From an optimization exercise on the open Yosys and OpenROAD flow, aimed at small area, a short achievable clock period and few clock cycles; shortcuts taken in it are not production practice.
Where RTL was checked, it was by simulation tests only, not by an equivalence proof against the original.

==> run a <==
==> flow/design.v (excerpt) <==
module cordic(i_clk, i_rst, i_en, o_vld, o_cosine, o_sine, i_theta);
clock: 10.0 ns
lec_check: 0
cap_margin: 20
core_margin: 2
core_utilization: 40
cts_buf_list: sky130_fd_sc_hd__clkbuf_16
cts_cluster_diameter: 80
cts_cluster_size: 20
slew_margin: 20
standard.sh (not shown) runs the stock make flow with config.mk's settings and CLKGATE_MAP_FILE= SYNTH_SCRIPT=/design/flow/synth_recipe.tcl, a recipe that flattens the netlist after the stock synthesis.
==> flow/flow/run.sh <==
#!/bin/bash
# The standard layout (standard.sh), with timing repair aiming for extra setup slack.
# make's full output goes to standard.log; ORFS's own per-step logs are under orfs/logs.
set -euo pipefail
export SETUP_SLACK_MARGIN=6.6
bash standard.sh > standard.log 2>&1
==> run b (differences from run a) <==
==> flow/run.sh (new file) <==
#!/bin/bash
# synth_recipe.tcl (not shown) runs the flow's synth.tcl, then flattens the netlist and writes it again
# the make line also repeats each setting of config.mk as NAME=value (left out here)
make -C /OpenROAD-flow-scripts/flow DESIGN_CONFIG=/design/flow/config.mk WORK_HOME=/design/flow/orfs CLKGATE_MAP_FILE= SYNTH_SCRIPT=/design/flow/synth_recipe.tcl finish
--- a/flow/config.mk
+++ b/flow/config.mk
@@ -9,6 +9,6 @@
 export CORE_MARGIN = 2
 export CORE_UTILIZATION = 40
 export CTS_BUF_LIST = sky130_fd_sc_hd__clkbuf_16
-export CTS_CLUSTER_DIAMETER = 80
-export CTS_CLUSTER_SIZE = 20
+export CTS_CLUSTER_DIAMETER = 100
+export CTS_CLUSTER_SIZE = 25
 export SLEW_MARGIN = 20
removed: flow/flow/run.sh
removed: flow/standard.sh
==> run c (differences from run a) <==
--- a/flow/config.mk
+++ b/flow/config.mk
@@ -9,6 +9,7 @@
 export CORE_MARGIN = 2
 export CORE_UTILIZATION = 40
 export CTS_BUF_LIST = sky130_fd_sc_hd__clkbuf_16
-export CTS_CLUSTER_DIAMETER = 80
-export CTS_CLUSTER_SIZE = 20
+export CTS_CLUSTER_DIAMETER = 100
+export CTS_CLUSTER_SIZE = 25
+export PLACE_DENSITY = 0.75
 export SLEW_MARGIN = 20
==> flow_metrics.tcl <==
set metrics [dict create \
    use_met2 0.2944 \
    layout.core_utilization 0.4360 \
    fin_area_um2 79990 \
    outcome "complete, no violations" \
    max_stage_delay_ns 0.38 \
    dp_hpwl_um 118000 \
]
# the run above: run c

==> flow_metrics.tcl <==
set metrics [dict create \
    wl_per_cell_um 14.88 \
    outcome "complete, no violations" \
    max_stage_delay_ns 0.35 \
    cp_max_fo 4 \
    layout.core_utilization 0.4411 \
]
# the run above: run a

==> flow_metrics.tcl <==
set metrics [dict create \
    dp_hpwl_um 120700 \
    layout.core_utilization 0.4332 \
    use_met2 0.2957 \
    max_stage_delay_ns 0.47 \
    outcome "complete, no violations" \
]
# the run above: run b

Testbench counts of run a, summed over its fixed seeds: cycles 8,432.
Testbench counts of run b, summed over its fixed seeds: cycles 8,432.
Testbench counts of run c, summed over its fixed seeds: cycles 8,432.


==> v26 <==
cordic, a different RTL version from the one above (not shown whole).
==> flow/config.mk <==
export PLATFORM = sky130hd
export DESIGN_NAME = cordic
export DESIGN_NICKNAME = cordic
export VERILOG_FILES = /design/flow/design.v
export SDC_FILE = /design/flow/constraint.sdc
export NUM_CORES = 4
export LEC_CHECK = 0
export CAP_MARGIN = 20
export CORE_MARGIN = 2
export CORE_UTILIZATION = 40
export CTS_BUF_LIST = sky130_fd_sc_hd__clkbuf_16
export CTS_CLUSTER_DIAMETER = 120
export CTS_CLUSTER_SIZE = 30
export SLEW_MARGIN = 20
export SYNTH_MEMORY_MAX_BITS = 16384
==> flow/constraint.sdc <==
create_clock -name core_clock -period 10.0 [get_ports {i_clk}]
set_input_delay 2.0000 -clock core_clock [delete_from_list [all_inputs] [get_ports {i_clk}]]
set_output_delay 2.0000 -clock core_clock [all_outputs]
set_load 0.01 [all_outputs]
==> flow/flow/run.sh <==
#!/bin/bash
# The standard layout (standard.sh), with timing repair aiming for extra setup slack.
# make's full output goes to standard.log; ORFS's own per-step logs are under orfs/logs.
set -euo pipefail
export SETUP_SLACK_MARGIN=6.6
bash standard.sh > standard.log 2>&1
==> inputs of v8, as changes to v26 <==
--- a/flow/config.mk
+++ b/flow/config.mk
@@ -10,6 +10,6 @@
 export CORE_UTILIZATION = 40
 export CTS_BUF_LIST = sky130_fd_sc_hd__clkbuf_16
-export CTS_CLUSTER_DIAMETER = 120
-export CTS_CLUSTER_SIZE = 30
+export CTS_CLUSTER_DIAMETER = 100
+export CTS_CLUSTER_SIZE = 25
 export SLEW_MARGIN = 20
 export SYNTH_MEMORY_MAX_BITS = 16384
==> summary of the runs <==
Via count: v8 is larger than v26 (0.37%).
Against v8, the utilization of v26 is lower by 0.21 points.
Between v26 and v8, the lower sequential share of layout area is in v8 (gap 0.17 points).
Between v26 and v8, the lower final area is in v26 (gap 0.48%, measured against v8).
Hold slack: v8 is worse than v26 (0.0013 ns).
In v26 the register-to-register slack is lower than in v8, by 0.03 ns.
In synthesized cell count, v26 and v8 do not differ.
Testbench counts of v26, summed over its fixed seeds: cycles 8,432.
Testbench counts of v8, summed over its fixed seeds: cycles 8,432.


==> job 8002 <==
cordic, a different RTL version from the one above (not shown whole).
==> flow/config.mk <==
export PLATFORM = sky130hd
export DESIGN_NAME = cordic
export DESIGN_NICKNAME = cordic
export VERILOG_FILES = /design/flow/design.v
export SDC_FILE = /design/flow/constraint.sdc
export NUM_CORES = 4
export LEC_CHECK = 0
export CAP_MARGIN = 20
export CORE_MARGIN = 2
export CORE_UTILIZATION = 40
export CTS_BUF_LIST = sky130_fd_sc_hd__clkbuf_16
export CTS_CLUSTER_DIAMETER = 100
export CTS_CLUSTER_SIZE = 25
export SLEW_MARGIN = 20
export SYNTH_MEMORY_MAX_BITS = 16384
==> flow/constraint.sdc <==
create_clock -name core_clock -period 10.0 [get_ports {i_clk}]
set_input_delay 2.0000 -clock core_clock [delete_from_list [all_inputs] [get_ports {i_clk}]]
set_output_delay 2.0000 -clock core_clock [all_outputs]
set_load 0.01 [all_outputs]
==> flow/flow/run.sh <==
#!/bin/bash
# The standard layout (standard.sh), with timing repair aiming for extra setup slack.
set -euo pipefail
export SETUP_SLACK_MARGIN=6.8
bash standard.sh > standard.log 2>&1
==> inputs of job 5689, as changes to job 8002 <==
--- a/flow/design.v
+++ b/flow/design.v
@@ -551,16 +551,26 @@
     reg signed [18:0] y30_q28;
     wire signed [20:0] ay;
     wire signed [27:0] by;
     reg signed [20:0] ay_q29;
     reg signed [27:0] by_q29;
     wire signed [32:0] qy;
     reg signed [32:0] qx_q30;
     reg signed [32:0] qy_q30;
+    wire sax;
+    wire sxx;
+    reg sax_q30;
+    reg sxx_q29;
+    reg sxx_q30;
+    wire say;
+    wire sxy;
+    reg say_q30;
+    reg sxy_q29;
+    reg sxy_q30;
     assign th = i_theta;
     assign phi0 = th[18:0];
     assign sat0 = ~((&th[23:18]) | ~(|th[23:18]));
     assign sgn0 = th[23];
     assign n0 = sat0_q1 ? sgn0_q1 : phi0_q1[18];
     assign ltp0 = phi0_q1 < 19'sd51471;
     assign ltn0 = phi0_q1 < -19'sd51471;
     assign n1 = sat0_q1 ? sgn0_q1 : (phi0_q1[18] ? ltn0 : ltp0);
@@ -3092,16 +3102,20 @@
 assign y30_s = {(yh29_q27[18:5] ^ {14{m29}}) ^ y30_t, y30_lo[4:0]};
     assign y30 = y30_s;
     assign ax = {{2{x30_q28[18]}}, x30_q28} + {x30_q28[18], x30_q28, 1'b0};
     assign bx = (({{14{x30_q28[18]}}, x30_q28} <<< 5) + ({{14{x30_q28[18]}}, x30_q28} <<< 4) - ({{14{x30_q28[18]}}, x30_q28} <<< 8));
     assign qx = ({{12{ax_q29[20]}}, ax_q29} <<< 12) + {{12{ax_q29[20]}}, ax_q29} + {{5{bx_q29[27]}}, bx_q29};
     assign ay = {{2{y30_q28[18]}}, y30_q28} + {y30_q28[18], y30_q28, 1'b0};
     assign by = (({{14{y30_q28[18]}}, y30_q28} <<< 5) + ({{14{y30_q28[18]}}, y30_q28} <<< 4) - ({{14{y30_q28[18]}}, y30_q28} <<< 8));
     assign qy = ({{12{ay_q29[20]}}, ay_q29} <<< 12) + {{12{ay_q29[20]}}, ay_q29} + {{5{by_q29[27]}}, by_q29};
+    assign sax = ax_q29[20];
+    assign sxx = x30_q28[18];
+    assign say = ay_q29[20];
+    assign sxy = y30_q28[18];
     always @(posedge i_clk) begin
         phi0_q1 <= phi0;
         sat0_q1 <= sat0;
         sgn0_q1 <= sgn0;
         phi1_q2 <= phi1;
         sat1_q2 <= sat1;
         sgn1_q2 <= sgn1;
         phi2_q3 <= phi2;
@@ -3297,12 +3311,18 @@
         x30_q28 <= x30;
         ax_q29 <= ax;
         bx_q29 <= bx;
         y30_q28 <= y30;
         ay_q29 <= ay;
         by_q29 <= by;
         qx_q30 <= qx;
         qy_q30 <= qy;
+        sax_q30 <= sax;
+        sxx_q29 <= sxx;
+        sxx_q30 <= sxx_q29;
+        say_q30 <= say;
+        sxy_q29 <= sxy;
+        sxy_q30 <= sxy_q29;
     end
-    assign o_cosine = {{7{qx_q30[32]}}, qx_q30[31:15]};
-    assign o_sine   = {{7{qy_q30[32]}}, qy_q30[31:15]};
+    assign o_cosine = {sxx_q30, sxx_q30, sax_q30, sax_q30, qx_q30[32], qx_q30[32], qx_q30[32], qx_q30[31:15]};
+    assign o_sine = {sxy_q30, sxy_q30, say_q30, say_q30, qy_q30[32], qy_q30[32], qy_q30[32], qy_q30[31:15]};
 endmodule
==> flow/flow/run.sh (replaced) <==
#!/bin/bash
# The standard layout (standard.sh), with timing repair aiming for extra setup slack.
# make's full output goes to standard.log; ORFS's own per-step logs are under orfs/logs.
set -euo pipefail
export SETUP_SLACK_MARGIN=6.8
bash standard.sh > standard.log 2>&1
==> comparison table <==
metric                                                  job 8002    job 5689
Average wire length per cell after detail routing        15.0 µm     14.9 µm
Met3 Routed Length                                       4080 µm     3940 µm
Worst setup path end                                  o_sine[19]  o_sine[20]
Register-to-register setup slack                         6.76 ns     6.75 ns
Run status                      no timing/DRC/antenna violations  no timing/DRC/antenna violations
Seq/total area                                             0.339       0.337
Post-synthesis compound-gate area fraction                 0.125       0.129
Area share of and/or/nand/nor cells after synthesis        0.135       0.130
Multiplexer share of the synthesized area                 0.0139      0.0158
Minimum clock period                                     3.33 ns     3.31 ns
Worst R2R End                                        x23_q21[17]  x10_q8[17]
Global router's overall resource usage                     0.162       0.162
Total Nets Final                                            8791        8837
Testbench counts of job 5689, summed over its fixed seeds: cycles 8,432.
Function not checked in job 8002: the RTL went through the layout flow alone.

-- re-timing with driven ports --
Ports are ideal in the flow. The routed layouts listed here were re-timed in OpenROAD.
Step 1 sets driving cells, clkbuf_16 on the clock port and buf_2 on the other inputs (assumed; they add their load-dependent delay and slew).
Step 2 moves the port delays by t, midway between the first and last clock arrival at a register: inputs arrive t later, outputs are due t later. That takes back most of the time a late clock gives input paths.
Three values: no drivers, after step 1, after step 2; two values: the first two.
| run | shift t [ns] | setup WS [ns] | worst setup path at the end | cell pins on the clock port's net |
|---|---|---|---|---|
| run a | 0.802 | 6.677 / 6.601 / 6.617 | input to register | 1 |
| run b | 0.789 | 6.038 / 6.038 / 6.038 | register to register | 1 |
| run c | 0.774 | 6.672 / 6.598 / 6.626 | input to register | 1 |
| v26 | 0.792 | 6.684 / 6.605 / 6.556 | input to register | 1 |
| v8 | 0.778 | 6.697 / 6.618 / 6.580 | input to register | 1 |
| job 8002 | 0.795 | 6.672 / 6.595 / 6.617 | input to register | 1 |
| job 5689 | 0.786 | 6.688 / 6.613 / 6.616 | input to register | 1 |
After both steps every run listed still meets setup and hold. For v26, which loses most, drivers alone change the setup slack by -0.079 ns; drivers and shift together by -0.128 ns.
